What follows belongs to an exercise in optimizing a design on an open flow for small area, a short achievable clock period and few clock cycles per item; a production flow would make more cautious choices.
No functional check of the RTL was part of any run shown here.

==> flow/design.v (outline; a module is shown in full before it is edited, if it fits) <==
// module mul_tree: 1301 lines
// module fa: 4 lines
// module bpp: 3 lines
// module ha: 4 lines
// module proc: 203 lines
module proc(
    i_clk    ,
    i_rstn   ,
    i_en     ,
    i_grant_rd  ,
    i_grant_wr  ,
    i_valid  ,
    i_instr ,
    i_data ,
    o_addr  ,
    o_finish ,
    o_req_rd,
    o_req_wr,
    o_ack    ,
    o_data   ,
    o_wr_size ,
    o_busy
);
  // ...
==> flow/run.sh <==
#!/bin/bash
# synth_recipe.tcl (not shown) runs the flow's synth.tcl, then flattens the netlist and writes it again
# the make line also repeats each setting of config.mk as NAME=value (left out here)
make -C /OpenROAD-flow-scripts/flow DESIGN_CONFIG=/design/flow/config.mk WORK_HOME=/design/flow/orfs CLKGATE_MAP_FILE= SYNTH_SCRIPT=/design/flow/synth_recipe.tcl finish
==> flow/config.mk <==
export PLATFORM = sky130hd
export DESIGN_NAME = proc
export DESIGN_NICKNAME = proc
export VERILOG_FILES = /design/flow/design.v
export SDC_FILE = /design/flow/constraint.sdc
export NUM_CORES = 4
export LEC_CHECK = 0
export ABC_CLOCK_PERIOD_IN_PS = 4000
export CAP_MARGIN = 20
export CORE_MARGIN = 2
export CORE_UTILIZATION = 50
export SETUP_SLACK_MARGIN = 5
export SLEW_MARGIN = 20
export SYNTH_HIERARCHICAL = 1
==> flow/constraint.sdc <==
create_clock -name core_clock -period 11.0 [get_ports {i_clk}]
set_input_delay 2.2000 -clock core_clock [delete_from_list [all_inputs] [get_ports {i_clk}]]
set_output_delay 2.2000 -clock core_clock [all_outputs]
set_load 0.01 [all_outputs]
==> flow_metrics.env, run 1 <==
export IMPL_routedWlPerCell_um=28.7
export IMPL_antenna_found_initial=14
export IMPL_crit_arrival_ns=6.97
export IMPL_min_path_cells=0
export IMPL_port_buffers=319
export IMPL_clockBufferCount=97
export IMPL_critPathTopFamily="adder cells"
export IMPL_layout_drive_gt1_share=0.203
export IMPL_crit_path_frequent_cell="fa_1"
export IMPL_fillers=7164
export IMPL_rr_worst_depth=21
export IMPL_worst_pin_slew_ns=1.26
export IMPL_grtUsageMet1=0.503
export IMPL_via_per_inst=6.34
export IMPL_synthXorXnorAreaFrac=0.111
export IMPL_cts_sinks=600
export IMPL_fmax_ghz=0.155
export IMPL_cts_hold_buf=0
export IMPL_inverters_excl_clock=159
export IMPL_die_h_um=301
export IMPL_multi_input_area_um2=28100
export IMPL_crit_path_end="s1_r1[31]"
export IMPL_synth_seq_cells=600
export IMPL_grt_remaining_overflow=0
export IMPL_muxShareOfSynthArea=0.0290
export IMPL_cpMaxStageDelayCell="a222oi_1"
export IMPL_reg_largest_list="areg x128, breg x128, rreg x128"
export IMPL_worstPathCellList="inv_4 -> ha_4 -> buf_12 -> a222oi_1 -> mux2i_4 -> buf_12 -> nand3b_1 -> o21ai_2 -> buf_12 -> buf_4 -> a22oi_2 -> xnor2_1 -> fa_1 -> fa_1 -> fa_1 -> fa_1 -> fa_2 -> xor2_1 -> xnor2_1 -> xnor2_1 -> xnor3_1"
export IMPL_status="complete, no violations"
export IMPL_finClkSkew_ns=0.0292
export IMPL_hold_path_class="reg2reg"
export IMPL_slew_headroom=0.139
export IMPL_synth_most_common_cell="xnor2_1"
export IMPL_ys_async_sr_fraction=0.0367
export IMPL_pre_cts_ws_ns=3.24
export IMPL_cts_root_buf="clkbuf_16"
export IMPL_buffers_excl_clock=546
export IMPL_synthDistinctLibCells=92
==> run 2, diff against run 1 <==
--- a/flow/design.v
+++ b/flow/design.v
@@ -1,2 +1,2 @@
-module mul_tree(input [31:0] a, input [31:0] b, output [31:0] r0, r1);
+module mul_tree(input [31:0] a, input [15:0] one, input [15:0] two, input [15:0] neg, output [31:0] r0, r1, r2);
 wire p1;
@@ -665,78 +665,19 @@
 wire c664;
-wire s665;
-wire c666;
-wire s667;
-wire c668;
-wire s669;
-wire c670;
-wire s671;
-wire c672;
-wire s673;
-wire c674;
-wire s675;
-wire c676;
-wire s677;
-wire c678;
-wire s679;
-wire c680;
-wire s681;
-wire c682;
-wire s683;
-wire c684;
-wire s685;
-wire c686;
-wire s687;
-wire c688;
-wire s689;
-wire c690;
-wire s691;
-wire c692;
-wire s693;
-wire c694;
-wire s695;
-wire c696;
-wire s697;
-wire c698;
-wire s699;
-wire c700;
-wire s701;
-wire c702;
-wire s703;
-wire c704;
-wire s705;
-wire c706;
-wire s707;
-wire c708;
-wire s709;
-wire c710;
-wire s711;
-wire c712;
-wire s713;
-wire c714;
-wire s715;
-wire c716;
-wire s717;
-wire c718;
-wire s719;
-wire c720;
-wire s721;
-wire c722;
-wire x723;
-wire x724;
-wire x725;
-wire x726;
-wire x727;
-wire x728;
-wire x729;
-wire x730;
-wire x731;
-wire x732;
-wire x733;
-wire x734;
-wire x735;
-wire x736;
-wire x737;
-wire one0 = b[0] ^ 1'b0;
-wire two0 = (b[1] & ~b[0] & ~1'b0) | (~b[1] & b[0] & 1'b0);
-wire neg0 = b[1];
+wire x665;
+wire x666;
+wire x667;
+wire x668;
+wire x669;
+wire x670;
+wire x671;
+wire x672;
+wire x673;
+wire x674;
+wire x675;
+wire x676;
+wire x677;
+wire x678;
+wire one0 = one[0];
+wire two0 = two[0];
+wire neg0 = neg[0];
 bpp u_p1(.a1(a[0]), .a0(1'b0), .one(one0), .two(two0), .neg(neg0), .p(p1));
@@ -773,5 +714,5 @@
 bpp u_p32(.a1(a[31]), .a0(a[30]), .one(one0), .two(two0), .neg(neg0), .p(p32));
-wire one1 = b[2] ^ b[1];
-wire two1 = (b[3] & ~b[2] & ~b[1]) | (~b[3] & b[2] & b[1]);
-wire neg1 = b[3];
+wire one1 = one[1];
+wire two1 = two[1];
+wire neg1 = neg[1];
 bpp u_p33(.a1(a[0]), .a0(1'b0), .one(one1), .two(two1), .neg(neg1), .p(p33));
@@ -806,5 +747,5 @@
 bpp u_p62(.a1(a[29]), .a0(a[28]), .one(one1), .two(two1), .neg(neg1), .p(p62));
-wire one2 = b[4] ^ b[3];
-wire two2 = (b[5] & ~b[4] & ~b[3]) | (~b[5] & b[4] & b[3]);
-wire neg2 = b[5];
+wire one2 = one[2];
+wire two2 = two[2];
+wire neg2 = neg[2];
 bpp u_p63(.a1(a[0]), .a0(1'b0), .one(one2), .two(two2), .neg(neg2), .p(p63));
@@ -837,5 +778,5 @@
 bpp u_p90(.a1(a[27]), .a0(a[26]), .one(one2), .two(two2), .neg(neg2), .p(p90));
-wire one3 = b[6] ^ b[5];
-wire two3 = (b[7] & ~b[6] & ~b[5]) | (~b[7] & b[6] & b[5]);
-wire neg3 = b[7];
+wire one3 = one[3];
+wire two3 = two[3];
+wire neg3 = neg[3];
 bpp u_p91(.a1(a[0]), .a0(1'b0), .one(one3), .two(two3), .neg(neg3), .p(p91));
@@ -866,5 +807,5 @@
 bpp u_p116(.a1(a[25]), .a0(a[24]), .one(one3), .two(two3), .neg(neg3), .p(p116));
-wire one4 = b[8] ^ b[7];
-wire two4 = (b[9] & ~b[8] & ~b[7]) | (~b[9] & b[8] & b[7]);
-wire neg4 = b[9];
+wire one4 = one[4];
+wire two4 = two[4];
+wire neg4 = neg[4];
 bpp u_p117(.a1(a[0]), .a0(1'b0), .one(one4), .two(two4), .neg(neg4), .p(p117));
@@ -893,5 +834,5 @@
 bpp u_p140(.a1(a[23]), .a0(a[22]), .one(one4), .two(two4), .neg(neg4), .p(p140));
-wire one5 = b[10] ^ b[9];
-wire two5 = (b[11] & ~b[10] & ~b[9]) | (~b[11] & b[10] & b[9]);
-wire neg5 = b[11];
+wire one5 = one[5];
+wire two5 = two[5];
+wire neg5 = neg[5];
 bpp u_p141(.a1(a[0]), .a0(1'b0), .one(one5), .two(two5), .neg(neg5), .p(p141));
@@ -918,5 +859,5 @@
 bpp u_p162(.a1(a[21]), .a0(a[20]), .one(one5), .two(two5), .neg(neg5), .p(p162));
-wire one6 = b[12] ^ b[11];
-wire two6 = (b[13] & ~b[12] & ~b[11]) | (~b[13] & b[12] & b[11]);
-wire neg6 = b[13];
+wire one6 = one[6];
+wire two6 = two[6];
+wire neg6 = neg[6];
 bpp u_p163(.a1(a[0]), .a0(1'b0), .one(one6), .two(two6), .neg(neg6), .p(p163));
@@ -941,5 +882,5 @@
 bpp u_p182(.a1(a[19]), .a0(a[18]), .one(one6), .two(two6), .neg(neg6), .p(p182));
-wire one7 = b[14] ^ b[13];
-wire two7 = (b[15] & ~b[14] & ~b[13]) | (~b[15] & b[14] & b[13]);
-wire neg7 = b[15];
+wire one7 = one[7];
+wire two7 = two[7];
+wire neg7 = neg[7];
 bpp u_p183(.a1(a[0]), .a0(1'b0), .one(one7), .two(two7), .neg(neg7), .p(p183));
@@ -962,5 +903,5 @@
 bpp u_p200(.a1(a[17]), .a0(a[16]), .one(one7), .two(two7), .neg(neg7), .p(p200));
-wire one8 = b[16] ^ b[15];
-wire two8 = (b[17] & ~b[16] & ~b[15]) | (~b[17] & b[16] & b[15]);
-wire neg8 = b[17];
+wire one8 = one[8];
+wire two8 = two[8];
+wire neg8 = neg[8];
 bpp u_p201(.a1(a[0]), .a0(1'b0), .one(one8), .two(two8), .neg(neg8), .p(p201));
@@ -981,5 +922,5 @@
 bpp u_p216(.a1(a[15]), .a0(a[14]), .one(one8), .two(two8), .neg(neg8), .p(p216));
-wire one9 = b[18] ^ b[17];
-wire two9 = (b[19] & ~b[18] & ~b[17]) | (~b[19] & b[18] & b[17]);
-wire neg9 = b[19];
+wire one9 = one[9];
+wire two9 = two[9];
+wire neg9 = neg[9];
 bpp u_p217(.a1(a[0]), .a0(1'b0), .one(one9), .two(two9), .neg(neg9), .p(p217));
@@ -998,5 +939,5 @@
 bpp u_p230(.a1(a[13]), .a0(a[12]), .one(one9), .two(two9), .neg(neg9), .p(p230));
-wire one10 = b[20] ^ b[19];
-wire two10 = (b[21] & ~b[20] & ~b[19]) | (~b[21] & b[20] & b[19]);
-wire neg10 = b[21];
+wire one10 = one[10];
+wire two10 = two[10];
+wire neg10 = neg[10];
 bpp u_p231(.a1(a[0]), .a0(1'b0), .one(one10), .two(two10), .neg(neg10), .p(p231));
@@ -1013,5 +954,5 @@
 bpp u_p242(.a1(a[11]), .a0(a[10]), .one(one10), .two(two10), .neg(neg10), .p(p242));
-wire one11 = b[22] ^ b[21];
-wire two11 = (b[23] & ~b[22] & ~b[21]) | (~b[23] & b[22] & b[21]);
-wire neg11 = b[23];
+wire one11 = one[11];
+wire two11 = two[11];
+wire neg11 = neg[11];
 bpp u_p243(.a1(a[0]), .a0(1'b0), .one(one11), .two(two11), .neg(neg11), .p(p243));
@@ -1026,5 +967,5 @@
 bpp u_p252(.a1(a[9]), .a0(a[8]), .one(one11), .two(two11), .neg(neg11), .p(p252));
-wire one12 = b[24] ^ b[23];
-wire two12 = (b[25] & ~b[24] & ~b[23]) | (~b[25] & b[24] & b[23]);
-wire neg12 = b[25];
+wire one12 = one[12];
+wire two12 = two[12];
+wire neg12 = neg[12];
 bpp u_p253(.a1(a[0]), .a0(1'b0), .one(one12), .two(two12), .neg(neg12), .p(p253));
@@ -1037,5 +978,5 @@
 bpp u_p260(.a1(a[7]), .a0(a[6]), .one(one12), .two(two12), .neg(neg12), .p(p260));
-wire one13 = b[26] ^ b[25];
-wire two13 = (b[27] & ~b[26] & ~b[25]) | (~b[27] & b[26] & b[25]);
-wire neg13 = b[27];
+wire one13 = one[13];
+wire two13 = two[13];
+wire neg13 = neg[13];
 bpp u_p261(.a1(a[0]), .a0(1'b0), .one(one13), .two(two13), .neg(neg13), .p(p261));
@@ -1046,5 +987,5 @@
 bpp u_p266(.a1(a[5]), .a0(a[4]), .one(one13), .two(two13), .neg(neg13), .p(p266));
-wire one14 = b[28] ^ b[27];
-wire two14 = (b[29] & ~b[28] & ~b[27]) | (~b[29] & b[28] & b[27]);
-wire neg14 = b[29];
+wire one14 = one[14];
+wire two14 = two[14];
+wire neg14 = neg[14];
 bpp u_p267(.a1(a[0]), .a0(1'b0), .one(one14), .two(two14), .neg(neg14), .p(p267));
@@ -1053,249 +994,220 @@
 bpp u_p270(.a1(a[3]), .a0(a[2]), .one(one14), .two(two14), .neg(neg14), .p(p270));
-wire one15 = b[30] ^ b[29];
-wire two15 = (b[31] & ~b[30] & ~b[29]) | (~b[31] & b[30] & b[29]);
-wire neg15 = b[31];
+wire one15 = one[15];
+wire two15 = two[15];
+wire neg15 = neg[15];
 bpp u_p271(.a1(a[0]), .a0(1'b0), .one(one15), .two(two15), .neg(neg15), .p(p271));
 bpp u_p272(.a1(a[1]), .a0(a[0]), .one(one15), .two(two15), .neg(neg15), .p(p272));
-ha u_s273(.a(neg1), .b(p3), .s(s273), .co(c274));
-ha u_s275(.a(p34), .b(p4), .s(s275), .co(c276));
-fa u_s277(.a(neg2), .b(p35), .c(p5), .s(s277), .co(c278));
-ha u_s279(.a(p63), .b(c276), .s(s279), .co(c280));
-fa u_s281(.a(p36), .b(p6), .c(p64), .s(s281), .co(c282));
-ha u_s283(.a(c278), .b(c280), .s(s283), .co(c284));
-fa u_s285(.a(neg3), .b(p37), .c(p65), .s(s285), .co(c286));
-fa u_s287(.a(p7), .b(p91), .c(c282), .s(s287), .co(c288));
-ha u_s289(.a(s285), .b(c284), .s(s289), .co(c290));
-fa u_s291(.a(p38), .b(p66), .c(p8), .s(s291), .co(c292));
-fa u_s293(.a(p92), .b(c286), .c(s291), .s(s293), .co(c294));
-ha u_s295(.a(c288), .b(c290), .s(s295), .co(c296));
-fa u_s297(.a(neg4), .b(p117), .c(p39), .s(s297), .co(c298));
-fa u_s299(.a(p67), .b(p9), .c(p93), .s(s299), .co(c300));
-fa u_s301(.a(c292), .b(s297), .c(s299), .s(s301), .co(c302));
-ha u_s303(.a(c294), .b(s301), .s(s303), .co(c304));
-fa u_s305(.a(p10), .b(p118), .c(p40), .s(s305), .co(c306));
-fa u_s307(.a(p68), .b(p94), .c(c298), .s(s307), .co(c308));
-fa u_s309(.a(c300), .b(s305), .c(s307), .s(s309), .co(c310));
-ha u_s311(.a(c302), .b(c304), .s(s311), .co(c312));
-fa u_s313(.a(neg5), .b(p11), .c(p119), .s(s313), .co(c314));
-fa u_s315(.a(p141), .b(p41), .c(p69), .s(s315), .co(c316));
-fa u_s317(.a(p95), .b(c306), .c(s313), .s(s317), .co(c318));
-fa u_s319(.a(s315), .b(c308), .c(s317), .s(s319), .co(c320));
-ha u_s321(.a(c310), .b(c312), .s(s321), .co(c322));
-fa u_s323(.a(p12), .b(p120), .c(p142), .s(s323), .co(c324));
-fa u_s325(.a(p42), .b(p70), .c(p96), .s(s325), .co(c326));
-fa u_s327(.a(c314), .b(c316), .c(s323), .s(s327), .co(c328));
-fa u_s329(.a(s325), .b(c318), .c(s327), .s(s329), .co(c330));
-ha u_s331(.a(c320), .b(s329), .s(s331), .co(c332));
-fa u_s333(.a(neg6), .b(p121), .c(p13), .s(s333), .co(c334));
-fa u_s335(.a(p143), .b(p163), .c(p43), .s(s335), .co(c336));
-fa u_s337(.a(p71), .b(p97), .c(c324), .s(s337), .co(c338));
-fa u_s339(.a(c326), .b(s333), .c(s335), .s(s339), .co(c340));
-fa u_s341(.a(s337), .b(c328), .c(s339), .s(s341), .co(c342));
-ha u_s343(.a(c330), .b(s341), .s(s343), .co(c344));
-fa u_s345(.a(p122), .b(p14), .c(p144), .s(s345), .co(c346));
-fa u_s347(.a(p164), .b(p44), .c(p72), .s(s347), .co(c348));
-fa u_s349(.a(p98), .b(c334), .c(c336), .s(s349), .co(c350));
-fa u_s351(.a(s345), .b(s347), .c(c338), .s(s351), .co(c352));
-fa u_s353(.a(s349), .b(c340), .c(s351), .s(s353), .co(c354));
-ha u_s355(.a(c342), .b(c344), .s(s355), .co(c356));
-fa u_s357(.a(neg7), .b(p123), .c(p145), .s(s357), .co(c358));
-fa u_s359(.a(p15), .b(p165), .c(p183), .s(s359), .co(c360));
-fa u_s361(.a(p45), .b(p73), .c(p99), .s(s361), .co(c362));
-fa u_s363(.a(c346), .b(c348), .c(s357), .s(s363), .co(c364));
-fa u_s365(.a(s359), .b(s361), .c(c350), .s(s365), .co(c366));
-fa u_s367(.a(s363), .b(c352), .c(s365), .s(s367), .co(c368));
-ha u_s369(.a(c354), .b(s367), .s(s369), .co(c370));
-fa u_s371(.a(p100), .b(p124), .c(p146), .s(s371), .co(c372));
-fa u_s373(.a(p16), .b(p166), .c(p184), .s(s373), .co(c374));
-fa u_s375(.a(p46), .b(p74), .c(c358), .s(s375), .co(c376));
-fa u_s377(.a(c360), .b(c362), .c(s371), .s(s377), .co(c378));
-fa u_s379(.a(s373), .b(s375), .c(c364), .s(s379), .co(c380));
-fa u_s381(.a(s377), .b(c366), .c(s379), .s(s381), .co(c382));
-ha u_s383(.a(c368), .b(s381), .s(s383), .co(c384));
-fa u_s385(.a(neg8), .b(p101), .c(p125), .s(s385), .co(c386));
-fa u_s387(.a(p147), .b(p167), .c(p17), .s(s387), .co(c388));
-fa u_s389(.a(p185), .b(p201), .c(p47), .s(s389), .co(c390));
-fa u_s391(.a(p75), .b(c372), .c(c374), .s(s391), .co(c392));
-fa u_s393(.a(s385), .b(s387), .c(s389), .s(s393), .co(c394));
-fa u_s395(.a(c376), .b(s391), .c(c378), .s(s395), .co(c396));
-fa u_s397(.a(s393), .b(c380), .c(s395), .s(s397), .co(c398));
-ha u_s399(.a(c382), .b(s397), .s(s399), .co(c400));
-fa u_s401(.a(p102), .b(p126), .c(p148), .s(s401), .co(c402));
-fa u_s403(.a(p168), .b(p18), .c(p186), .s(s403), .co(c404));
-fa u_s405(.a(p202), .b(p48), .c(p76), .s(s405), .co(c406));
-fa u_s407(.a(c386), .b(c388), .c(c390), .s(s407), .co(c408));
-fa u_s409(.a(s401), .b(s403), .c(s405), .s(s409), .co(c410));
-fa u_s411(.a(c392), .b(s407), .c(c394), .s(s411), .co(c412));
-fa u_s413(.a(s409), .b(c396), .c(s411), .s(s413), .co(c414));
-ha u_s415(.a(c398), .b(s413), .s(s415), .co(c416));
-fa u_s417(.a(neg9), .b(p103), .c(p127), .s(s417), .co(c418));
-fa u_s419(.a(p149), .b(p169), .c(p187), .s(s419), .co(c420));
-fa u_s421(.a(p19), .b(p203), .c(p217), .s(s421), .co(c422));
-fa u_s423(.a(p49), .b(p77), .c(c402), .s(s423), .co(c424));
-fa u_s425(.a(c404), .b(c406), .c(s417), .s(s425), .co(c426));
-fa u_s427(.a(s419), .b(s421), .c(c408), .s(s427), .co(c428));
-fa u_s429(.a(s423), .b(c410), .c(s425), .s(s429), .co(c430));
-fa u_s431(.a(c412), .b(s427), .c(s429), .s(s431), .co(c432));
-ha u_s433(.a(c414), .b(s431), .s(s433), .co(c434));
-fa u_s435(.a(p104), .b(p128), .c(p150), .s(s435), .co(c436));
-fa u_s437(.a(p170), .b(p188), .c(p20), .s(s437), .co(c438));
-fa u_s439(.a(p204), .b(p218), .c(p50), .s(s439), .co(c440));
-fa u_s441(.a(p78), .b(c418), .c(c420), .s(s441), .co(c442));
-fa u_s443(.a(c422), .b(s435), .c(s437), .s(s443), .co(c444));
-fa u_s445(.a(s439), .b(c424), .c(s441), .s(s445), .co(c446));
-fa u_s447(.a(c426), .b(s443), .c(c428), .s(s447), .co(c448));
-fa u_s449(.a(c430), .b(s445), .c(s447), .s(s449), .co(c450));
-ha u_s451(.a(c432), .b(c434), .s(s451), .co(c452));
-fa u_s453(.a(neg10), .b(p105), .c(p129), .s(s453), .co(c454));
-fa u_s455(.a(p151), .b(p171), .c(p189), .s(s455), .co(c456));
-fa u_s457(.a(p205), .b(p21), .c(p219), .s(s457), .co(c458));
-fa u_s459(.a(p231), .b(p51), .c(p79), .s(s459), .co(c460));
-fa u_s461(.a(c436), .b(c438), .c(c440), .s(s461), .co(c462));
-fa u_s463(.a(s453), .b(s455), .c(s457), .s(s463), .co(c464));
-fa u_s465(.a(s459), .b(c442), .c(s461), .s(s465), .co(c466));
-fa u_s467(.a(c444), .b(s463), .c(c446), .s(s467), .co(c468));
-fa u_s469(.a(s465), .b(c448), .c(s467), .s(s469), .co(c470));
-ha u_s471(.a(c450), .b(s469), .s(s471), .co(c472));
-fa u_s473(.a(p106), .b(p130), .c(p152), .s(s473), .co(c474));
-fa u_s475(.a(p172), .b(p190), .c(p206), .s(s475), .co(c476));
-fa u_s477(.a(p22), .b(p220), .c(p232), .s(s477), .co(c478));
-fa u_s479(.a(p52), .b(p80), .c(c454), .s(s479), .co(c480));
-fa u_s481(.a(c456), .b(c458), .c(c460), .s(s481), .co(c482));
-fa u_s483(.a(s473), .b(s475), .c(s477), .s(s483), .co(c484));
-fa u_s485(.a(c462), .b(s479), .c(s481), .s(s485), .co(c486));
-fa u_s487(.a(c464), .b(s483), .c(c466), .s(s487), .co(c488));
-fa u_s489(.a(s485), .b(c468), .c(s487), .s(s489), .co(c490));
-ha u_s491(.a(c470), .b(s489), .s(s491), .co(c492));
-fa u_s493(.a(neg11), .b(p107), .c(p131), .s(s493), .co(c494));
-fa u_s495(.a(p153), .b(p173), .c(p191), .s(s495), .co(c496));
-fa u_s497(.a(p207), .b(p221), .c(p23), .s(s497), .co(c498));
-fa u_s499(.a(p233), .b(p243), .c(p53), .s(s499), .co(c500));
-fa u_s501(.a(p81), .b(c474), .c(c476), .s(s501), .co(c502));
-fa u_s503(.a(c478), .b(s493), .c(s495), .s(s503), .co(c504));
-fa u_s505(.a(s497), .b(s499), .c(c480), .s(s505), .co(c506));
-fa u_s507(.a(c482), .b(s501), .c(c484), .s(s507), .co(c508));
-fa u_s509(.a(s503), .b(c486), .c(s505), .s(s509), .co(c510));
-fa u_s511(.a(s507), .b(c488), .c(s509), .s(s511), .co(c512));
-ha u_s513(.a(c490), .b(s511), .s(s513), .co(c514));
-fa u_s515(.a(p108), .b(p132), .c(p154), .s(s515), .co(c516));
-fa u_s517(.a(p174), .b(p192), .c(p208), .s(s517), .co(c518));
-fa u_s519(.a(p222), .b(p234), .c(p24), .s(s519), .co(c520));
-fa u_s521(.a(p244), .b(p54), .c(p82), .s(s521), .co(c522));
-fa u_s523(.a(c494), .b(c496), .c(c498), .s(s523), .co(c524));
-fa u_s525(.a(c500), .b(s515), .c(s517), .s(s525), .co(c526));
-fa u_s527(.a(s519), .b(s521), .c(c502), .s(s527), .co(c528));
-fa u_s529(.a(s523), .b(c504), .c(s525), .s(s529), .co(c530));
-fa u_s531(.a(c506), .b(c508), .c(s527), .s(s531), .co(c532));
-fa u_s533(.a(s529), .b(c510), .c(s531), .s(s533), .co(c534));
-ha u_s535(.a(c512), .b(s533), .s(s535), .co(c536));
-fa u_s537(.a(neg12), .b(p109), .c(p133), .s(s537), .co(c538));
-fa u_s539(.a(p155), .b(p175), .c(p193), .s(s539), .co(c540));
-fa u_s541(.a(p209), .b(p223), .c(p235), .s(s541), .co(c542));
-fa u_s543(.a(p245), .b(p25), .c(p253), .s(s543), .co(c544));
-fa u_s545(.a(p55), .b(p83), .c(c516), .s(s545), .co(c546));
-fa u_s547(.a(c518), .b(c520), .c(c522), .s(s547), .co(c548));
-fa u_s549(.a(s537), .b(s539), .c(s541), .s(s549), .co(c550));
-fa u_s551(.a(s543), .b(c524), .c(s545), .s(s551), .co(c552));
-fa u_s553(.a(s547), .b(c526), .c(s549), .s(s553), .co(c554));
-fa u_s555(.a(c528), .b(c530), .c(s551), .s(s555), .co(c556));
-fa u_s557(.a(s553), .b(c532), .c(s555), .s(s557), .co(c558));
-ha u_s559(.a(c534), .b(s557), .s(s559), .co(c560));
-fa u_s561(.a(p110), .b(p134), .c(p156), .s(s561), .co(c562));
-fa u_s563(.a(p176), .b(p194), .c(p210), .s(s563), .co(c564));
-fa u_s565(.a(p224), .b(p236), .c(p246), .s(s565), .co(c566));
-fa u_s567(.a(p254), .b(p26), .c(p56), .s(s567), .co(c568));
-fa u_s569(.a(p84), .b(c538), .c(c540), .s(s569), .co(c570));
-fa u_s571(.a(c542), .b(c544), .c(s561), .s(s571), .co(c572));
-fa u_s573(.a(s563), .b(s565), .c(s567), .s(s573), .co(c574));
-fa u_s575(.a(c546), .b(c548), .c(s569), .s(s575), .co(c576));
-fa u_s577(.a(c550), .b(s571), .c(s573), .s(s577), .co(c578));
-fa u_s579(.a(c552), .b(c554), .c(s575), .s(s579), .co(c580));
-fa u_s581(.a(s577), .b(c556), .c(s579), .s(s581), .co(c582));
-ha u_s583(.a(c558), .b(s581), .s(s583), .co(c584));
-fa u_s585(.a(neg13), .b(p111), .c(p135), .s(s585), .co(c586));
-fa u_s587(.a(p157), .b(p177), .c(p195), .s(s587), .co(c588));
-fa u_s589(.a(p211), .b(p225), .c(p237), .s(s589), .co(c590));
-fa u_s591(.a(p247), .b(p255), .c(p261), .s(s591), .co(c592));
-fa u_s593(.a(p27), .b(p57), .c(p85), .s(s593), .co(c594));
-fa u_s595(.a(c562), .b(c564), .c(c566), .s(s595), .co(c596));
-fa u_s597(.a(c568), .b(s585), .c(s587), .s(s597), .co(c598));
-fa u_s599(.a(s589), .b(s591), .c(s593), .s(s599), .co(c600));
-fa u_s601(.a(c570), .b(s595), .c(c572), .s(s601), .co(c602));
-fa u_s603(.a(c574), .b(s597), .c(s599), .s(s603), .co(c604));
-fa u_s605(.a(c576), .b(c578), .c(s601), .s(s605), .co(c606));
-fa u_s607(.a(s603), .b(c580), .c(s605), .s(s607), .co(c608));
-ha u_s609(.a(c582), .b(s607), .s(s609), .co(c610));
-fa u_s611(.a(p112), .b(p136), .c(p158), .s(s611), .co(c612));
-fa u_s613(.a(p178), .b(p196), .c(p212), .s(s613), .co(c614));
-fa u_s615(.a(p226), .b(p238), .c(p248), .s(s615), .co(c616));
-fa u_s617(.a(p256), .b(p262), .c(p28), .s(s617), .co(c618));
-fa u_s619(.a(p58), .b(p86), .c(c586), .s(s619), .co(c620));
-fa u_s621(.a(c588), .b(c590), .c(c592), .s(s621), .co(c622));
-fa u_s623(.a(c594), .b(s611), .c(s613), .s(s623), .co(c624));
-fa u_s625(.a(s615), .b(s617), .c(c596), .s(s625), .co(c626));
-fa u_s627(.a(s619), .b(s621), .c(c598), .s(s627), .co(c628));
-fa u_s629(.a(c600), .b(s623), .c(c602), .s(s629), .co(c630));
-fa u_s631(.a(s625), .b(c604), .c(s627), .s(s631), .co(c632));
-fa u_s633(.a(c606), .b(s629), .c(s631), .s(s633), .co(c634));
-ha u_s635(.a(c608), .b(s633), .s(s635), .co(c636));
-fa u_s637(.a(neg14), .b(p113), .c(p137), .s(s637), .co(c638));
-fa u_s639(.a(p159), .b(p179), .c(p197), .s(s639), .co(c640));
-fa u_s641(.a(p213), .b(p227), .c(p239), .s(s641), .co(c642));
-fa u_s643(.a(p249), .b(p257), .c(p263), .s(s643), .co(c644));
-fa u_s645(.a(p267), .b(p29), .c(p59), .s(s645), .co(c646));
-fa u_s647(.a(p87), .b(c612), .c(c614), .s(s647), .co(c648));
-fa u_s649(.a(c616), .b(c618), .c(s637), .s(s649), .co(c650));
-fa u_s651(.a(s639), .b(s641), .c(s643), .s(s651), .co(c652));
-fa u_s653(.a(s645), .b(c620), .c(c622), .s(s653), .co(c654));
-fa u_s655(.a(s647), .b(c624), .c(s649), .s(s655), .co(c656));
-fa u_s657(.a(s651), .b(c626), .c(c628), .s(s657), .co(c658));
-fa u_s659(.a(s653), .b(s655), .c(c630), .s(s659), .co(c660));
-fa u_s661(.a(c632), .b(s657), .c(s659), .s(s661), .co(c662));
-ha u_s663(.a(c634), .b(c636), .s(s663), .co(c664));
-fa u_s665(.a(p114), .b(p138), .c(p160), .s(s665), .co(c666));
-fa u_s667(.a(p180), .b(p198), .c(p214), .s(s667), .co(c668));
-fa u_s669(.a(p228), .b(p240), .c(p250), .s(s669), .co(c670));
-fa u_s671(.a(p258), .b(p264), .c(p268), .s(s671), .co(c672));
-fa u_s673(.a(p30), .b(p60), .c(p88), .s(s673), .co(c674));
-fa u_s675(.a(c638), .b(c640), .c(c642), .s(s675), .co(c676));
-fa u_s677(.a(c644), .b(c646), .c(s665), .s(s677), .co(c678));
-fa u_s679(.a(s667), .b(s669), .c(s671), .s(s679), .co(c680));
-fa u_s681(.a(s673), .b(c648), .c(s675), .s(s681), .co(c682));
-fa u_s683(.a(c650), .b(c652), .c(s677), .s(s683), .co(c684));
-fa u_s685(.a(s679), .b(c654), .c(c656), .s(s685), .co(c686));
-fa u_s687(.a(s681), .b(s683), .c(c658), .s(s687), .co(c688));
-fa u_s689(.a(s685), .b(c660), .c(s687), .s(s689), .co(c690));
-ha u_s691(.a(c662), .b(s689), .s(s691), .co(c692));
-fa u_s693(.a(neg15), .b(p115), .c(p139), .s(s693), .co(c694));
-fa u_s695(.a(p161), .b(p181), .c(p199), .s(s695), .co(c696));
-fa u_s697(.a(p215), .b(p229), .c(p241), .s(s697), .co(c698));
-fa u_s699(.a(p251), .b(p259), .c(p265), .s(s699), .co(c700));
-fa u_s701(.a(p269), .b(p271), .c(p31), .s(s701), .co(c702));
-fa u_s703(.a(p61), .b(p89), .c(c666), .s(s703), .co(c704));
-fa u_s705(.a(c668), .b(c670), .c(c672), .s(s705), .co(c706));
-fa u_s707(.a(c674), .b(s693), .c(s695), .s(s707), .co(c708));
-fa u_s709(.a(s697), .b(s699), .c(s701), .s(s709), .co(c710));
-fa u_s711(.a(c676), .b(s703), .c(s705), .s(s711), .co(c712));
-fa u_s713(.a(c678), .b(c680), .c(s707), .s(s713), .co(c714));
-fa u_s715(.a(s709), .b(c682), .c(c684), .s(s715), .co(c716));
-fa u_s717(.a(s711), .b(s713), .c(c686), .s(s717), .co(c718));
-fa u_s719(.a(s715), .b(c688), .c(s717), .s(s719), .co(c720));
-ha u_s721(.a(c690), .b(s719), .s(s721), .co(c722));
-assign x723 = p116 ^ p140 ^ p162;
-assign x724 = p182 ^ p200 ^ p216;
-assign x725 = p230 ^ p242 ^ p252;
-assign x726 = p260 ^ p266 ^ p270;
-assign x727 = p272 ^ p32 ^ p62;
-assign x728 = p90 ^ c694 ^ c696;
-assign x729 = c698 ^ c700 ^ c702;
-assign x730 = x723 ^ x724 ^ x725;
-assign x731 = x726 ^ x727 ^ c704;
-assign x732 = c706 ^ x728 ^ x729;
-assign x733 = x730 ^ c708 ^ c710;
-assign x734 = x731 ^ x732 ^ c712;
-assign x735 = x733 ^ c714 ^ x734;
-assign x736 = c716 ^ x735 ^ c718;
-assign x737 = x736 ^ c720;
-assign r0 = {c722, c692, c664, s661, c610, c584, c560, c536, c514, c492, c472, c452, s449, c416, c400, c384, c370, c356, s353, c332, c322, s319, s309, c296, s293, s287, s281, s277, c274, p33, p2, neg0};
-assign r1 = {x737, s721, s691, s663, s635, s609, s583, s559, s535, s513, s491, s471, s451, s433, s415, s399, s383, s369, s355, s343, s331, s321, s311, s303, s295, s289, s283, s279, s275, s273, 1'b0, p1};
+ha u_s273(.a(neg2), .b(p35), .s(s273), .co(c274));
+ha u_s275(.a(p36), .b(p6), .s(s275), .co(c276));
+fa u_s277(.a(neg3), .b(p37), .c(p65), .s(s277), .co(c278));
+ha u_s279(.a(p7), .b(p91), .s(s279), .co(c280));
+fa u_s281(.a(p38), .b(p66), .c(p8), .s(s281), .co(c282));
+ha u_s283(.a(p92), .b(c280), .s(s283), .co(c284));
+fa u_s285(.a(neg4), .b(p117), .c(p39), .s(s285), .co(c286));
+fa u_s287(.a(p67), .b(p9), .c(p93), .s(s287), .co(c288));
+ha u_s289(.a(c282), .b(c284), .s(s289), .co(c290));
+fa u_s291(.a(p10), .b(p118), .c(p40), .s(s291), .co(c292));
+fa u_s293(.a(p68), .b(p94), .c(c286), .s(s293), .co(c294));
+ha u_s295(.a(c288), .b(s291), .s(s295), .co(c296));
+fa u_s297(.a(neg5), .b(p11), .c(p119), .s(s297), .co(c298));
+fa u_s299(.a(p141), .b(p41), .c(p69), .s(s299), .co(c300));
+fa u_s301(.a(p95), .b(c292), .c(s297), .s(s301), .co(c302));
+ha u_s303(.a(s299), .b(c296), .s(s303), .co(c304));
+fa u_s305(.a(p12), .b(p120), .c(p142), .s(s305), .co(c306));
+fa u_s307(.a(p42), .b(p70), .c(p96), .s(s307), .co(c308));
+fa u_s309(.a(c298), .b(c300), .c(s305), .s(s309), .co(c310));
+ha u_s311(.a(s307), .b(c302), .s(s311), .co(c312));
+fa u_s313(.a(neg6), .b(p121), .c(p13), .s(s313), .co(c314));
+fa u_s315(.a(p143), .b(p163), .c(p43), .s(s315), .co(c316));
+fa u_s317(.a(p71), .b(p97), .c(c306), .s(s317), .co(c318));
+fa u_s319(.a(c308), .b(s313), .c(s315), .s(s319), .co(c320));
+ha u_s321(.a(c310), .b(s317), .s(s321), .co(c322));
+fa u_s323(.a(p122), .b(p14), .c(p144), .s(s323), .co(c324));
+fa u_s325(.a(p164), .b(p44), .c(p72), .s(s325), .co(c326));
+fa u_s327(.a(p98), .b(c314), .c(c316), .s(s327), .co(c328));
+fa u_s329(.a(s323), .b(s325), .c(c318), .s(s329), .co(c330));
+ha u_s331(.a(c320), .b(s327), .s(s331), .co(c332));
+fa u_s333(.a(neg7), .b(p123), .c(p145), .s(s333), .co(c334));
+fa u_s335(.a(p15), .b(p165), .c(p183), .s(s335), .co(c336));
+fa u_s337(.a(p45), .b(p73), .c(p99), .s(s337), .co(c338));
+fa u_s339(.a(c324), .b(c326), .c(s333), .s(s339), .co(c340));
+fa u_s341(.a(s335), .b(s337), .c(c328), .s(s341), .co(c342));
+ha u_s343(.a(s339), .b(c332), .s(s343), .co(c344));
+fa u_s345(.a(p100), .b(p124), .c(p146), .s(s345), .co(c346));
+fa u_s347(.a(p16), .b(p166), .c(p184), .s(s347), .co(c348));
+fa u_s349(.a(p46), .b(p74), .c(c334), .s(s349), .co(c350));
+fa u_s351(.a(c336), .b(c338), .c(s345), .s(s351), .co(c352));
+fa u_s353(.a(s347), .b(c340), .c(s349), .s(s353), .co(c354));
+ha u_s355(.a(s351), .b(c342), .s(s355), .co(c356));
+fa u_s357(.a(neg8), .b(p101), .c(p125), .s(s357), .co(c358));
+fa u_s359(.a(p147), .b(p167), .c(p17), .s(s359), .co(c360));
+fa u_s361(.a(p185), .b(p201), .c(p47), .s(s361), .co(c362));
+fa u_s363(.a(p75), .b(c346), .c(c348), .s(s363), .co(c364));
+fa u_s365(.a(s357), .b(s359), .c(s361), .s(s365), .co(c366));
+fa u_s367(.a(c350), .b(c352), .c(s363), .s(s367), .co(c368));
+ha u_s369(.a(s365), .b(c354), .s(s369), .co(c370));
+fa u_s371(.a(p102), .b(p126), .c(p148), .s(s371), .co(c372));
+fa u_s373(.a(p168), .b(p18), .c(p186), .s(s373), .co(c374));
+fa u_s375(.a(p202), .b(p48), .c(p76), .s(s375), .co(c376));
+fa u_s377(.a(c358), .b(c360), .c(c362), .s(s377), .co(c378));
+fa u_s379(.a(s371), .b(s373), .c(s375), .s(s379), .co(c380));
+fa u_s381(.a(c364), .b(c366), .c(s377), .s(s381), .co(c382));
+ha u_s383(.a(s379), .b(c368), .s(s383), .co(c384));
+fa u_s385(.a(neg9), .b(p103), .c(p127), .s(s385), .co(c386));
+fa u_s387(.a(p149), .b(p169), .c(p187), .s(s387), .co(c388));
+fa u_s389(.a(p19), .b(p203), .c(p217), .s(s389), .co(c390));
+fa u_s391(.a(p49), .b(p77), .c(c372), .s(s391), .co(c392));
+fa u_s393(.a(c374), .b(c376), .c(s385), .s(s393), .co(c394));
+fa u_s395(.a(s387), .b(s389), .c(c378), .s(s395), .co(c396));
+fa u_s397(.a(c380), .b(s391), .c(s393), .s(s397), .co(c398));
+ha u_s399(.a(c382), .b(s395), .s(s399), .co(c400));
+fa u_s401(.a(p104), .b(p128), .c(p150), .s(s401), .co(c402));
+fa u_s403(.a(p170), .b(p188), .c(p20), .s(s403), .co(c404));
+fa u_s405(.a(p204), .b(p218), .c(p50), .s(s405), .co(c406));
+fa u_s407(.a(p78), .b(c386), .c(c388), .s(s407), .co(c408));
+fa u_s409(.a(c390), .b(s401), .c(s403), .s(s409), .co(c410));
+fa u_s411(.a(s405), .b(c392), .c(c394), .s(s411), .co(c412));
+fa u_s413(.a(s407), .b(s409), .c(c396), .s(s413), .co(c414));
+ha u_s415(.a(c398), .b(s411), .s(s415), .co(c416));
+fa u_s417(.a(neg10), .b(p105), .c(p129), .s(s417), .co(c418));
+fa u_s419(.a(p151), .b(p171), .c(p189), .s(s419), .co(c420));
+fa u_s421(.a(p205), .b(p21), .c(p219), .s(s421), .co(c422));
+fa u_s423(.a(p231), .b(p51), .c(p79), .s(s423), .co(c424));
+fa u_s425(.a(c402), .b(c404), .c(c406), .s(s425), .co(c426));
+fa u_s427(.a(s417), .b(s419), .c(s421), .s(s427), .co(c428));
+fa u_s429(.a(s423), .b(c408), .c(c410), .s(s429), .co(c430));
+fa u_s431(.a(s425), .b(s427), .c(c412), .s(s431), .co(c432));
+ha u_s433(.a(s429), .b(c416), .s(s433), .co(c434));
+fa u_s435(.a(p106), .b(p130), .c(p152), .s(s435), .co(c436));
+fa u_s437(.a(p172), .b(p190), .c(p206), .s(s437), .co(c438));
+fa u_s439(.a(p22), .b(p220), .c(p232), .s(s439), .co(c440));
+fa u_s441(.a(p52), .b(p80), .c(c418), .s(s441), .co(c442));
+fa u_s443(.a(c420), .b(c422), .c(c424), .s(s443), .co(c444));
+fa u_s445(.a(s435), .b(s437), .c(s439), .s(s445), .co(c446));
+fa u_s447(.a(c426), .b(c428), .c(s441), .s(s447), .co(c448));
+fa u_s449(.a(s443), .b(s445), .c(c430), .s(s449), .co(c450));
+ha u_s451(.a(s447), .b(c432), .s(s451), .co(c452));
+fa u_s453(.a(neg11), .b(p107), .c(p131), .s(s453), .co(c454));
+fa u_s455(.a(p153), .b(p173), .c(p191), .s(s455), .co(c456));
+fa u_s457(.a(p207), .b(p221), .c(p23), .s(s457), .co(c458));
+fa u_s459(.a(p233), .b(p243), .c(p53), .s(s459), .co(c460));
+fa u_s461(.a(p81), .b(c436), .c(c438), .s(s461), .co(c462));
+fa u_s463(.a(c440), .b(s453), .c(s455), .s(s463), .co(c464));
+fa u_s465(.a(s457), .b(s459), .c(c442), .s(s465), .co(c466));
+fa u_s467(.a(c444), .b(c446), .c(s461), .s(s467), .co(c468));
+fa u_s469(.a(s463), .b(c448), .c(s465), .s(s469), .co(c470));
+ha u_s471(.a(s467), .b(c450), .s(s471), .co(c472));
+fa u_s473(.a(p108), .b(p132), .c(p154), .s(s473), .co(c474));
+fa u_s475(.a(p174), .b(p192), .c(p208), .s(s475), .co(c476));
+fa u_s477(.a(p222), .b(p234), .c(p24), .s(s477), .co(c478));
+fa u_s479(.a(p244), .b(p54), .c(p82), .s(s479), .co(c480));
+fa u_s481(.a(c454), .b(c456), .c(c458), .s(s481), .co(c482));
+fa u_s483(.a(c460), .b(s473), .c(s475), .s(s483), .co(c484));
+fa u_s485(.a(s477), .b(s479), .c(c462), .s(s485), .co(c486));
+fa u_s487(.a(c464), .b(s481), .c(s483), .s(s487), .co(c488));
+fa u_s489(.a(c466), .b(c468), .c(s485), .s(s489), .co(c490));
+ha u_s491(.a(s487), .b(c470), .s(s491), .co(c492));
+fa u_s493(.a(neg12), .b(p109), .c(p133), .s(s493), .co(c494));
+fa u_s495(.a(p155), .b(p175), .c(p193), .s(s495), .co(c496));
+fa u_s497(.a(p209), .b(p223), .c(p235), .s(s497), .co(c498));
+fa u_s499(.a(p245), .b(p25), .c(p253), .s(s499), .co(c500));
+fa u_s501(.a(p55), .b(p83), .c(c474), .s(s501), .co(c502));
+fa u_s503(.a(c476), .b(c478), .c(c480), .s(s503), .co(c504));
+fa u_s505(.a(s493), .b(s495), .c(s497), .s(s505), .co(c506));
+fa u_s507(.a(s499), .b(c482), .c(c484), .s(s507), .co(c508));
+fa u_s509(.a(s501), .b(s503), .c(s505), .s(s509), .co(c510));
+fa u_s511(.a(c486), .b(c488), .c(s507), .s(s511), .co(c512));
+ha u_s513(.a(s509), .b(c490), .s(s513), .co(c514));
+fa u_s515(.a(p110), .b(p134), .c(p156), .s(s515), .co(c516));
+fa u_s517(.a(p176), .b(p194), .c(p210), .s(s517), .co(c518));
+fa u_s519(.a(p224), .b(p236), .c(p246), .s(s519), .co(c520));
+fa u_s521(.a(p254), .b(p26), .c(p56), .s(s521), .co(c522));
+fa u_s523(.a(p84), .b(c494), .c(c496), .s(s523), .co(c524));
+fa u_s525(.a(c498), .b(c500), .c(s515), .s(s525), .co(c526));
+fa u_s527(.a(s517), .b(s519), .c(s521), .s(s527), .co(c528));
+fa u_s529(.a(c502), .b(c504), .c(c506), .s(s529), .co(c530));
+fa u_s531(.a(s523), .b(s525), .c(s527), .s(s531), .co(c532));
+fa u_s533(.a(c508), .b(c510), .c(s529), .s(s533), .co(c534));
+ha u_s535(.a(s531), .b(c512), .s(s535), .co(c536));
+fa u_s537(.a(neg13), .b(p111), .c(p135), .s(s537), .co(c538));
+fa u_s539(.a(p157), .b(p177), .c(p195), .s(s539), .co(c540));
+fa u_s541(.a(p211), .b(p225), .c(p237), .s(s541), .co(c542));
+fa u_s543(.a(p247), .b(p255), .c(p261), .s(s543), .co(c544));
+fa u_s545(.a(p27), .b(p57), .c(p85), .s(s545), .co(c546));
+fa u_s547(.a(c516), .b(c518), .c(c520), .s(s547), .co(c548));
+fa u_s549(.a(c522), .b(s537), .c(s539), .s(s549), .co(c550));
+fa u_s551(.a(s541), .b(s543), .c(s545), .s(s551), .co(c552));
+fa u_s553(.a(c524), .b(c526), .c(c528), .s(s553), .co(c554));
+fa u_s555(.a(s547), .b(s549), .c(s551), .s(s555), .co(c556));
+fa u_s557(.a(c530), .b(c532), .c(s553), .s(s557), .co(c558));
+ha u_s559(.a(s555), .b(c534), .s(s559), .co(c560));
+fa u_s561(.a(p112), .b(p136), .c(p158), .s(s561), .co(c562));
+fa u_s563(.a(p178), .b(p196), .c(p212), .s(s563), .co(c564));
+fa u_s565(.a(p226), .b(p238), .c(p248), .s(s565), .co(c566));
+fa u_s567(.a(p256), .b(p262), .c(p28), .s(s567), .co(c568));
+fa u_s569(.a(p58), .b(p86), .c(c538), .s(s569), .co(c570));
+fa u_s571(.a(c540), .b(c542), .c(c544), .s(s571), .co(c572));
+fa u_s573(.a(c546), .b(s561), .c(s563), .s(s573), .co(c574));
+fa u_s575(.a(s565), .b(s567), .c(c548), .s(s575), .co(c576));
+fa u_s577(.a(c550), .b(c552), .c(s569), .s(s577), .co(c578));
+fa u_s579(.a(s571), .b(s573), .c(c554), .s(s579), .co(c580));
+fa u_s581(.a(s575), .b(c556), .c(s577), .s(s581), .co(c582));
+ha u_s583(.a(c558), .b(s579), .s(s583), .co(c584));
+fa u_s585(.a(neg14), .b(p113), .c(p137), .s(s585), .co(c586));
+fa u_s587(.a(p159), .b(p179), .c(p197), .s(s587), .co(c588));
+fa u_s589(.a(p213), .b(p227), .c(p239), .s(s589), .co(c590));
+fa u_s591(.a(p249), .b(p257), .c(p263), .s(s591), .co(c592));
+fa u_s593(.a(p267), .b(p29), .c(p59), .s(s593), .co(c594));
+fa u_s595(.a(p87), .b(c562), .c(c564), .s(s595), .co(c596));
+fa u_s597(.a(c566), .b(c568), .c(s585), .s(s597), .co(c598));
+fa u_s599(.a(s587), .b(s589), .c(s591), .s(s599), .co(c600));
+fa u_s601(.a(s593), .b(c570), .c(c572), .s(s601), .co(c602));
+fa u_s603(.a(c574), .b(s595), .c(s597), .s(s603), .co(c604));
+fa u_s605(.a(s599), .b(c576), .c(c578), .s(s605), .co(c606));
+fa u_s607(.a(s601), .b(s603), .c(c580), .s(s607), .co(c608));
+ha u_s609(.a(c582), .b(s605), .s(s609), .co(c610));
+fa u_s611(.a(p114), .b(p138), .c(p160), .s(s611), .co(c612));
+fa u_s613(.a(p180), .b(p198), .c(p214), .s(s613), .co(c614));
+fa u_s615(.a(p228), .b(p240), .c(p250), .s(s615), .co(c616));
+fa u_s617(.a(p258), .b(p264), .c(p268), .s(s617), .co(c618));
+fa u_s619(.a(p30), .b(p60), .c(p88), .s(s619), .co(c620));
+fa u_s621(.a(c586), .b(c588), .c(c590), .s(s621), .co(c622));
+fa u_s623(.a(c592), .b(c594), .c(s611), .s(s623), .co(c624));
+fa u_s625(.a(s613), .b(s615), .c(s617), .s(s625), .co(c626));
+fa u_s627(.a(s619), .b(c596), .c(c598), .s(s627), .co(c628));
+fa u_s629(.a(c600), .b(s621), .c(s623), .s(s629), .co(c630));
+fa u_s631(.a(s625), .b(c602), .c(c604), .s(s631), .co(c632));
+fa u_s633(.a(s627), .b(s629), .c(c606), .s(s633), .co(c634));
+ha u_s635(.a(s631), .b(c610), .s(s635), .co(c636));
+fa u_s637(.a(neg15), .b(p115), .c(p139), .s(s637), .co(c638));
+fa u_s639(.a(p161), .b(p181), .c(p199), .s(s639), .co(c640));
+fa u_s641(.a(p215), .b(p229), .c(p241), .s(s641), .co(c642));
+fa u_s643(.a(p251), .b(p259), .c(p265), .s(s643), .co(c644));
+fa u_s645(.a(p269), .b(p271), .c(p31), .s(s645), .co(c646));
+fa u_s647(.a(p61), .b(p89), .c(c612), .s(s647), .co(c648));
+fa u_s649(.a(c614), .b(c616), .c(c618), .s(s649), .co(c650));
+fa u_s651(.a(c620), .b(s637), .c(s639), .s(s651), .co(c652));
+fa u_s653(.a(s641), .b(s643), .c(s645), .s(s653), .co(c654));
+fa u_s655(.a(c622), .b(c624), .c(c626), .s(s655), .co(c656));
+fa u_s657(.a(s647), .b(s649), .c(s651), .s(s657), .co(c658));
+fa u_s659(.a(s653), .b(c628), .c(c630), .s(s659), .co(c660));
+fa u_s661(.a(s655), .b(s657), .c(c632), .s(s661), .co(c662));
+ha u_s663(.a(s659), .b(c634), .s(s663), .co(c664));
+assign x665 = p116 ^ p140 ^ p162;
+assign x666 = p182 ^ p200 ^ p216;
+assign x667 = p230 ^ p242 ^ p252;
+assign x668 = p260 ^ p266 ^ p270;
+assign x669 = p272 ^ p32 ^ p62;
+assign x670 = p90 ^ c638 ^ c640;
+assign x671 = c642 ^ c644 ^ c646;
+assign x672 = x665 ^ x666 ^ x667;
+assign x673 = x668 ^ x669 ^ c648;
+assign x674 = c650 ^ x670 ^ x671;
+assign x675 = x672 ^ c652 ^ c654;
+assign x676 = x673 ^ x674 ^ c656;
+assign x677 = x675 ^ c658 ^ x676;
+assign x678 = c660 ^ x677;
+assign r0 = {c662, c636, c608, c584, s581, s557, s533, s511, s489, s469, s449, c414, c400, s397, s381, s367, c344, c330, c322, s319, c304, c294, c290, s285, c278, c276, p64, p5, p34, neg1, p2, neg0};
+assign r1 = {c664, s661, s633, s609, c560, c536, c514, c492, c472, c452, c434, s431, s415, c384, c370, c356, s353, s341, s331, c312, s309, s301, s295, s287, s281, s279, c274, p63, p4, p3, 1'b0, p1};
+assign r2 = {x678, s663, s635, s607, s583, s559, s535, s513, s491, s471, s451, s433, s413, s399, s383, s369, s355, s343, s329, s321, s311, s303, s293, s289, s283, s277, s275, s273, 1'b0, p33, 1'b0, 1'b0};
 endmodule
@@ -1362,4 +1274,4 @@
     reg [1:0] seq_lane;                   
-    reg s1_v;                             
-    reg [1:0] s1_lane;
+    reg s0_v, s1_v;                       
+    reg [1:0] s0_lane, s1_lane;
     reg [23:0] addr_a, addr_b, addr_w;
@@ -1370,4 +1282,5 @@
     reg [127:0] areg, breg, rreg;
-    reg [31:0]  ahold3;
-    reg [31:0]  s1_r0, s1_r1;
+    reg [31:0]  s0_a;                     
+    reg [15:0]  s0_one, s0_two, s0_neg;   
+    reg [31:0]  s1_r0, s1_r1, s1_r2;
     wire is_mul = (op == 2'd2);
@@ -1402,2 +1315,3 @@
             seq_act <= 1'b0; seq_lane <= 2'd0; s1_v <= 1'b0; s1_lane <= 2'd0;
+            s0_v <= 1'b0; s0_lane <= 2'd0;
         end else begin
@@ -1439,12 +1353,16 @@
             end
-            s1_v    <= seq_act & ~rewind;
-            s1_lane <= seq_lane;
+            s1_v    <= s0_v & ~rewind;
+            s1_lane <= s0_lane;
             if (rb & is_mul) begin
-                seq_act  <= 1'b1;
-                seq_lane <= 2'd0;
+                s0_v <= 1'b1; s0_lane <= 2'd0;
+                seq_act <= 1'b1; seq_lane <= 2'd1;
             end else if (rewind) begin
-                seq_lane <= 2'd0;
+                s0_v <= 1'b1; s0_lane <= 2'd0;
+                seq_act <= 1'b1; seq_lane <= 2'd1;
             end else if (seq_act) begin
+                s0_v <= 1'b1; s0_lane <= seq_lane;
                 seq_lane <= seq_lane + 2'd1;
                 if (seq_lane == 2'd3) seq_act <= 1'b0;
+            end else begin
+                s0_v <= 1'b0;
             end
@@ -1452,14 +1370,26 @@
     end
-    reg [31:0] mul_a, mul_b;
+    wire [1:0] ld_lane = (rb | rewind) ? 2'd0 : seq_lane;
+    reg [31:0] ld_a, ld_b;
     always @(*) begin
-        case (seq_lane)
-            2'd0: begin mul_a = areg[31:0];  mul_b = breg[31:0];   end
-            2'd1: begin mul_a = areg[63:32]; mul_b = breg[63:32];  end
-            2'd2: begin mul_a = areg[95:64]; mul_b = breg[95:64];  end
-            default: begin mul_a = ahold3;   mul_b = breg[127:96]; end
+        case (ld_lane)
+            2'd0: begin ld_a = areg[31:0];   ld_b = breg[31:0];   end
+            2'd1: begin ld_a = areg[63:32];  ld_b = breg[63:32];  end
+            2'd2: begin ld_a = areg[95:64];  ld_b = breg[95:64];  end
+            default: begin ld_a = areg[127:96]; ld_b = breg[127:96]; end
         endcase
+        if (rb) ld_b = i_data[31:0];
     end
-    wire [31:0] t_r0, t_r1;
-    mul_tree u_mul (.a(mul_a), .b(mul_b), .r0(t_r0), .r1(t_r1));
-    wire [31:0] prod = s1_r0 + s1_r1;
+    wire [32:0] bx = {ld_b, 1'b0};
+    reg [15:0] enc_one, enc_two, enc_neg;
+    integer ej;
+    always @(*) begin
+        for (ej = 0; ej < 16; ej = ej + 1) begin
+            enc_one[ej] = bx[2*ej+1] ^ bx[2*ej];
+            enc_two[ej] = (bx[2*ej+2] & ~bx[2*ej+1] & ~bx[2*ej]) | (~bx[2*ej+2] & bx[2*ej+1] & bx[2*ej]);
+            enc_neg[ej] = bx[2*ej+2];
+        end
+    end
+    wire [31:0] t_r0, t_r1, t_r2;
+    mul_tree u_mul (.a(s0_a), .one(s0_one), .two(s0_two), .neg(s0_neg), .r0(t_r0), .r1(t_r1), .r2(t_r2));
+    wire [31:0] prod = s1_r0 + s1_r1 + s1_r2;
     wire [127:0] addsub;
@@ -1493,5 +1423,9 @@
         if (rb)    breg <= i_data;
-        ahold3 <= areg[127:96];
+        s0_a   <= ld_a;
+        s0_one <= enc_one;
+        s0_two <= enc_two;
+        s0_neg <= enc_neg;
         s1_r0 <= t_r0;
         s1_r1 <= t_r1;
+        s1_r2 <= t_r2;
         if (rb & ~is_mul) rreg <= addsub;
--- a/flow/config.mk
+++ b/flow/config.mk
@@ -7,7 +7,6 @@
 export LEC_CHECK = 0
-export ABC_CLOCK_PERIOD_IN_PS = 4000
+export ABC_CLOCK_PERIOD_IN_PS = 3500
 export CAP_MARGIN = 20
 export CORE_MARGIN = 2
-export CORE_UTILIZATION = 50
-export SETUP_SLACK_MARGIN = 5
+export CORE_UTILIZATION = 55
 export SLEW_MARGIN = 20
==> run 2 against run 1 <==
Effect of this change: still clean; area after synthesis increased by 5.4%; routed wire length down 6.0%; flip-flop and latch count is 83 higher; worst hold slack improved by 0.0052 ns; critical path type is now in2reg; largest cell class unchanged; highest routed layer unchanged.
==> flow_metrics.env, run 2 <==
export IMPL_status="complete, no violations"
export IMPL_worstPathCellList="clkdlybuf4s50_1 -> or4_4 -> or4_4 -> nor2_2 -> nand4_1 -> nor3b_1 -> a21oi_1 -> xnor2_1 -> ha_1 -> a2111oi_0 -> o21ai_0 -> a41o_1 -> a31oi_1 -> o21ai_0 -> xnor2_1 -> o21ai_2"
export IMPL_synth_top_cells_by_count="xnor2_1 (478), edfxtp_1 (411), nand2_1 (317), o21ai_0 (308), nor2_1 (293)"
export IMPL_clk_latency_ns=0.65
export IMPL_ios=320
export IMPL_routedWlPerCell_um=26.8
export IMPL_synth_top_area_frac=0.266
export IMPL_crit_path_start_kind="primary input"
export IMPL_cts_resized=0
export IMPL_dp_hpwl_mm=115
export IMPL_via_per_inst=6.31
export IMPL_cp_data_required_time_ns=11.39
export IMPL_finalSetupViolCount=0
export IMPL_grt_start_max_net_pins=126
export IMPL_ant_nets=0
export IMPL_syn_to_final_growth_pct=14.4
export IMPL_hold_viol_final=0
export IMPL_critPathMaxFanout=6
export IMPL_synth_area_per_cell_um2=10.7
export IMPL_syn_inst=4356
export IMPL_port_buffers=319
export IMPL_cts_htree_levels=3
export IMPL_period_share=0.600
export IMPL_cts_hold_buf=0
export IMPL_drtIter0Drc=3753
export IMPL_cts_made_buffers=78
export IMPL_regArea_um2=17900
export IMPL_cpMaxStageDelayCell="or4_4"
export IMPL_ys_flop_type="edfxtp_1"
export IMPL_place_area_um2=50500
export IMPL_rsz0062_at_grt="no"
export IMPL_drv_slew=0
export IMPL_drc_errors=0
export IMPL_grt_pass1_vias=34300
export IMPL_critical_path_max_stage_delay_ns=0.61
export IMPL_crit_type="in2reg"
export IMPL_cts_path_max_buffers=3
export IMPL_synth_seq_cells=683
export IMPL_synthDistinctLibCells=88
export IMPL_routabilityCongestion=0.994
export IMPL_coreArea_um2=83600
export IMPL_post_cts_buffers=0
export IMPL_final_cell_mix="xnor2_1 (478), edfxtp_1 (411), clkdlybuf4s50_1 (319), nand2_1 (313), o21ai_0 (305)"
export IMPL_worst_pin_slew_ns=1.27
export IMPL_slew_headroom=0.130
export IMPL_drtPass1Iterations=5
export IMPL_fmax_ghz=0.151
export IMPL_ys_async_sr_fraction=0.0366
export IMPL_cts_sinks=683
export IMPL_cap_viol_max_count=0
export IMPL_synth_area_top_cells="edfxtp_1 (27%), dfxtp_1 (11%), xnor2_1 (9.0%)"
export IMPL_fin_crit_ns=6.60
export IMPL_row_count=106
export IMPL_fillers=6883
export IMPL_synth_most_common_cell="xnor2_1"
export IMPL_synth_edf_count=411
export IMPL_antenna_found_initial=19
export IMPL_tns_ns=0
export IMPL_critPathBufInv=1
export IMPL_cts_root_buf="clkbuf_16"
export IMPL_grt_remaining_overflow=0
export IMPL_stdcell_count=5783
export IMPL_finClkSkew_ns=0.0224
export IMPL_die_w_um=295
export IMPL_final_nets=5188
export IMPL_reg_largest_list="areg x128, breg x128, rreg x128"
export IMPL_grt_pass1_wl_mm=226
export IMPL_synth_top_cell_by_area="edfxtp_1"
export IMPL_clkSlewWorstSetupHoldPaths_ns=0.06
export IMPL_hold_path_class="reg2reg"
export IMPL_multi_input_area_um2=27100
export IMPL_dieArea_um2=86700
export IMPL_crit_arrival_ns=6.99
export IMPL_layout_drive_gt1_share=0.116
export IMPL_cts_tree="yes"
export IMPL_dp_cells=5630
export IMPL_wl_mm=155
export IMPL_design_area_um2=53100
export IMPL_worstSetupEndpointType="register"
export IMPL_die_h_um=295
export IMPL_num_vias=36500
export IMPL_grt_total_usage=0.354
export IMPL_critPathTopFamily="simple AND/OR/NAND/NOR gates"
export IMPL_synth_area_um2=46400
export IMPL_final_common_cell="xnor2_1"
export IMPL_seq_area_frac_synth=0.386
export IMPL_start_util=0.556
export IMPL_ys_warn_count=7
export IMPL_fin_util=0.636
## run 2: cell count changes after synthesis, sizes merged, moves of 19 or more
cell | before | now
a21oi | 239 | 269
a222oi | 64 | 0
buf | 87 | 122
nand3 | 55 | 74
a211oi | 44 | 74
nand2 | 192 | 318
inv | 159 | 81
dfxtp | 167 | 247
a21o | 124 | 95
nor2b | 21 | 60
o21ai | 240 | 315
mux2i | 126 | 80
nor2 | 273 | 294
## run 2: cell type report
class	count	share of cell area
multi-input cells	3384	0.510
repair buffers	400	0.0718
flip-flops and latches	683	0.338
well taps	1080	0.0254
inverters	83	0.00587
clock inverters	31	0.00589
diodes	12	0.000565
clock buffers	110	0.0427
## run 2: path summary, 6_finish.rpt
| check | startpoint | to | slack, ns | cells past startpoint |
|---|---|---|---|---|
| max | i_data[37] | rreg[63] | 4.40 | 16 |
| max in group asynchronous | i_rstn | rq_rd | 8.72 | 2 |
| max reg2reg | rb | rreg[15] | 5.64 | 7 |
| min reg2reg | s0_lane[0] | s1_lane[0] | 0.39 | 0 |
| min in group asynchronous | i_rstn | busy_r | 1.95 | 2 |
| min | s0_lane[0] | s1_lane[0] | 0.39 | 0 |
## run 2: layer usage
layer	share of wire	GRT usage	routed length [um]	up-vias
li1	-	-	-	16500
met1	0.44	0.520	68200	17900
met2	0.43	0.513	66000	1829
met3	0.10	0.0763	15500	289
met4	0.034	0.130	5280	20
met5	0.00071	0	110	-
## run 2: cell families (layout without fill, tap and decap cells)
family                     count (synthesis)  count (layout)  share of synthesized area
other                                      1              32                  0.0000808
muxes                                     94              94                     0.0206
and+or+nand+nor                         1036            1036                      0.106
adders and majority gates                398             398                      0.140
DFF                                      683             683                      0.386
AOI/OAI and AO/OA                       1269            1269                      0.206
buffers and inverters                    308             624                     0.0330
xor gates and xnor gates                 567             567                      0.108
## run 2: modules after synthesis (local to each module, per instance)
module / area, um2 / times used / cells inside / flops+latches
proc: 35900 / 1 / 3494 / 683
mul_tree: 978 / 1 / 122 / 0
bpp: 21.3 / 272 / 2 / 0
fa: 20.0 / 169 / 1 / 0
ha: 12.5 / 27 / 1 / 0
## run 2: worst register-to-register path, delay by kind of cell, from the launching register on
kind / cells / cell delay (ns)
buffers and inverters: 3 / 2.07
muxes: 1 / 0.97
and+or+nand+nor: 2 / 0.83
DFF: 1 / 0.68
AOI/OAI and AO/OA: 1 / 0.45
## run 2: per-stage QoR
| stage | hold WS, ns | worst slack, ns |
|---|---|---|
| 3_3_place_gp | 0.363 | 3.77 |
| 4_1_cts | 0.385 | 4.43 |
| 6_report | 0.389 | 4.40 |
| 2_1_floorplan | 0.353 | 4.09 |
| 5_1_grt | 0.397 | 4.04 |
| 3_5_place_dp | 0.371 | 3.77 |

-- static timing again, ports no longer ideal --
The results above use ideal ports. As a check the final layouts listed here were re-extracted and re-timed, cells and wires unchanged. Step 1 (the two cells are an assumption about what drives the block):
set clk [get_ports {i_clk}]
set_driving_cell -lib_cell sky130_fd_sc_hd__clkbuf_16 $clk
set_driving_cell -lib_cell sky130_fd_sc_hd__buf_2 [delete_from_list [all_inputs] $clk]
Step 2 moves the port delays by t, midway between the first and last clock arrival at a register: inputs arrive t later, outputs are due t later. That takes back most of the time a late clock gives input paths. Slacks: no drivers / after step 1 / after step 2; pairs: no drivers / after step 1.
run	t (ns)	setup WS [ns]	worst hold slack (ns)	worst setup path after step 2	worst slew at a driven data input, ns
run 1	0.702	4.543 / 4.543 / 4.427	0.384 / 0.384 / 0.384	input to register	0.14
run 2	0.713	4.397 / 4.443 / 3.730	0.389 / 0.389 / 0.389	input to register	0.14
After both steps every run listed still meets setup and hold. For run 2, which loses most, drivers alone change the setup slack by +0.046 ns; drivers and shift together by -0.667 ns.
